What follows belongs to an exercise in optimizing a design on an open flow for small area; a production flow would make more cautious choices.
In this exercise RTL edits were held to simulation tests only and were not proved equivalent to the original.
Power figures rest on the tool's default switching activity, not on a simulated workload.

==> flow/design.v (excerpt) <==
module data_shifter
   (
   mem_clk,
   rst_n,
   mem_mr_xfer_valid,
   mem_mr_error,
   cont_wr_rd_req,
   mem_mr_xfer_wr_rd,
   mem_mr_xfer_btype,
   mem_mr_xfer_addr,
   mem_mr_xfer_len,
   mem_mr_wdata_valid,
   mem_mr_wdata,
   mem_mr_wlast,
   mem_mr_wstrb,
   mr8_bsize,
   xmittr_ack,
   mem_mr_xfer_ack,
   xmit_engn_wdata_ack,
   mem_mr_wdata_ack,
   spl_dpd_entry_valid,
   spl_dpd_exit_valid,
   spl_hs_entry_valid,
   spl_hs_exit_valid,
   spl_glbl_reset_valid,
   mem_spl_xfer_in_prgrs,
   mr_access_reg,
   mr_access,
   dpd_exit_cycle_cnt,
   hs_exit_cycle_cnt,
   mem_base_addr,
   mem_top_addr,
   cmd,
   mr8_btype,
   start_track,  
   wr_rd,        
   first_addr,   
   xfer_btype,
   xfer_mem_len,
   wr_tcem_pg_bndry_expired,
   wr_last_addr,
  mr8_rbx,
  prev_cmd,
  rd_done_reg,
  rd_pg_bndry_expired_sync,
  rd_last_addr,
  rd_cnt_sync,
  min_dqs_cnt_rch,
   rd_done,
   rd_stretch,
   dqs_timeout,
   almost_full_reg,
   pending_xfer,
   rcv_dq_fifo_flush_en,
   rcv_dq_fifo_flush_done,
   spl_instrn_dpd_exit_prgrs,
   spl_instrn_hs_exit_prgrs,
   spl_instrn_glbl_rst_prgrs,
   tcem_expired,
   tcph_expired,
   trc_expired,
   trst_expired,
   txhs_expired,
   txdpd_expired,
   sclk_en,
   ce_n_ip,
   dq_out_ip,
   dm_ip,
   dq_oe_ip,
   dm_oe_ip
   );
export LEC_CHECK = 0
export CAP_MARGIN = 20
export CORE_MARGIN = 2
export CORE_UTILIZATION = 55
export PLACE_DENSITY = 0.7
export SLEW_MARGIN = 20
create_clock -name core_clock -period 6.0 [get_ports {mem_clk}]
standard.sh (not shown) runs the stock make flow with config.mk's settings and CLKGATE_MAP_FILE= SYNTH_SCRIPT=/design/flow/synth_recipe.tcl, a recipe that flattens the netlist after the stock synthesis.
==> flow/flow/run.sh <==
#!/bin/bash
# Layout flow: the standard ORFS flow (standard.sh) with these changes:
#  - synthesis is the standard flow's own script, except that the one technology-mapping
#    call to ABC uses the area-oriented ABC script flow/abc_area.script
#    (registers are not touched by ABC, so they are the standard synthesis's);
#  - port buffers use the smallest buffer cell;
#  - clock tree synthesis inserts no dummy loads.
# Each tool's output goes to a log file in the folder the flow runs in.
set -euo pipefail
W=$PWD
export MY_ABC_SCRIPT=$W/flow/abc_area.script
{
  cat <<'TCL'
proc abc {args} {
  set i [lsearch -exact $args -script]
  if { $i >= 0 } { lset args [expr {$i + 1}] $::env(MY_ABC_SCRIPT) }
  yosys abc {*}$args
}
TCL
  cat $W/synth_recipe.tcl
} > $W/area_synth.tcl
bash standard.sh "SYNTH_SCRIPT=$W/area_synth.tcl" "BUFFER_PORTS_ARGS=-buffer_cell sky130_fd_sc_hd__buf_1" \
  "CTS_ARGS=-sink_clustering_enable -repair_clock_nets -dont_use_dummy_load" \
  finish > orfs_flow.log 2>&1
==> flow/flow/abc_area.script <==
strash
&get -n
&deepsyn -T 300
&put
dch -f
map -D 3500
buffer -c
dnsize -D 3500
topo
stime -c
Change:
--- a/flow/flow/abc_area.script
+++ b/flow/flow/abc_area.script
@@ -7,0 +8 @@
+upsize -D 3500
Result: The new run went through all stages and came out clean; global-route usage shrinks by 0.59 points; non-clock buffer count shrinks by 33; via count shrinks by 1.7%; sequential share of layout area grows by 0.60 points.
Change:
==> flow/flow/abc_area.script (replaced) <==
strash
&get -n
&deepsyn -T 180
&put
dch -f
map -D 3500
buffer -c
upsize -D 3500
dnsize -D 3500
topo
stime -c
Settings changed: CORE_UTILIZATION 55 to 62, PLACE_DENSITY 0.7 to 0.75.
After rerunning: Fmax stays flat. Synthesized cell count increases slightly. Count of clock-buffer cells in the layout does not change.

---

Starting RTL as in the previous note.
clock: 6.0 ns
lec_check: 0
cap_margin: 20
core_margin: 2
core_utilization: 55
gpl_timing_driven: 0
place_density: 0.7
slew_margin: 20
==> flow/flow/abc_area.script <==
strash
&get -n
&deepsyn -T 180
&put
dch -f
map -D 3500
buffer -c
upsize -D 3500
dnsize -D 3500
topo
stime -c
Scripts as last shown in full above: flow/flow/run.sh
The baseline passed the timing, DRC and antenna checks.
==> next run, changes <==
- GPL_TIMING_DRIVEN: 0 -> unset
Result:
- The changed run finished with timing, DRC and antenna clean
- routed wire length drops by a few percent
- cell area goes down slightly
- first-iteration DRC count goes down by roughly a tenth
- flip-flop and latch count is unchanged
- worst setup slack improved by 0.18 ns
- combinational power goes down by a few percent
- non-clock buffer count falls by 33
- sequential power stays flat
- cell count shrinks slightly
- clock skew falls by 0.0038 ns

## afterwards: timing with drivers on the ports
The flow's constraints put no driver on any port. The routed layouts listed below were extracted and timed again, unchanged, in two steps.
Step 1: set_driving_cell puts a clkbuf_16 on mem_clk and a buf_2 on each other input, an assumption about the parent block.
Step 2, shift: input delay + t, output delay - t, t = (earliest + latest rising clock arrival at the registers) / 2. This alone moves slack from input paths to output paths.
a / b / c = ideal ports / drivers / drivers and shift; a / b = the first two.
run | shift t [ns] | setup WS [ns] | worst setup path at the end | slew at the worst register clock pin (ns) | cell pins on the clock port's net
the first run of note 1 | 0.480 | 0.323 / 0.348 / -0.132 | input to register | 0.09 / 0.09 | 1
the second run of note 1 | 0.483 | 0.364 / 0.386 / -0.096 | input to register | 0.09 / 0.09 | 1
the third run of note 1 | 0.490 | 0.356 / 0.381 / -0.109 | input to register | 0.10 / 0.10 | 1
the first run of note 2 | 0.486 | 0.266 / 0.267 / -0.219 | input to register | 0.10 / 0.10 | 1
the second run of note 2 | 0.475 | 0.447 / 0.466 / -0.009 | input to register | 0.10 / 0.10 | 1
With both steps, setup timing fails in every run listed, where it was met with ideal ports. For the first run of note 2, which loses most, drivers alone change the setup slack by +0.001 ns; drivers and shift together by -0.485 ns.
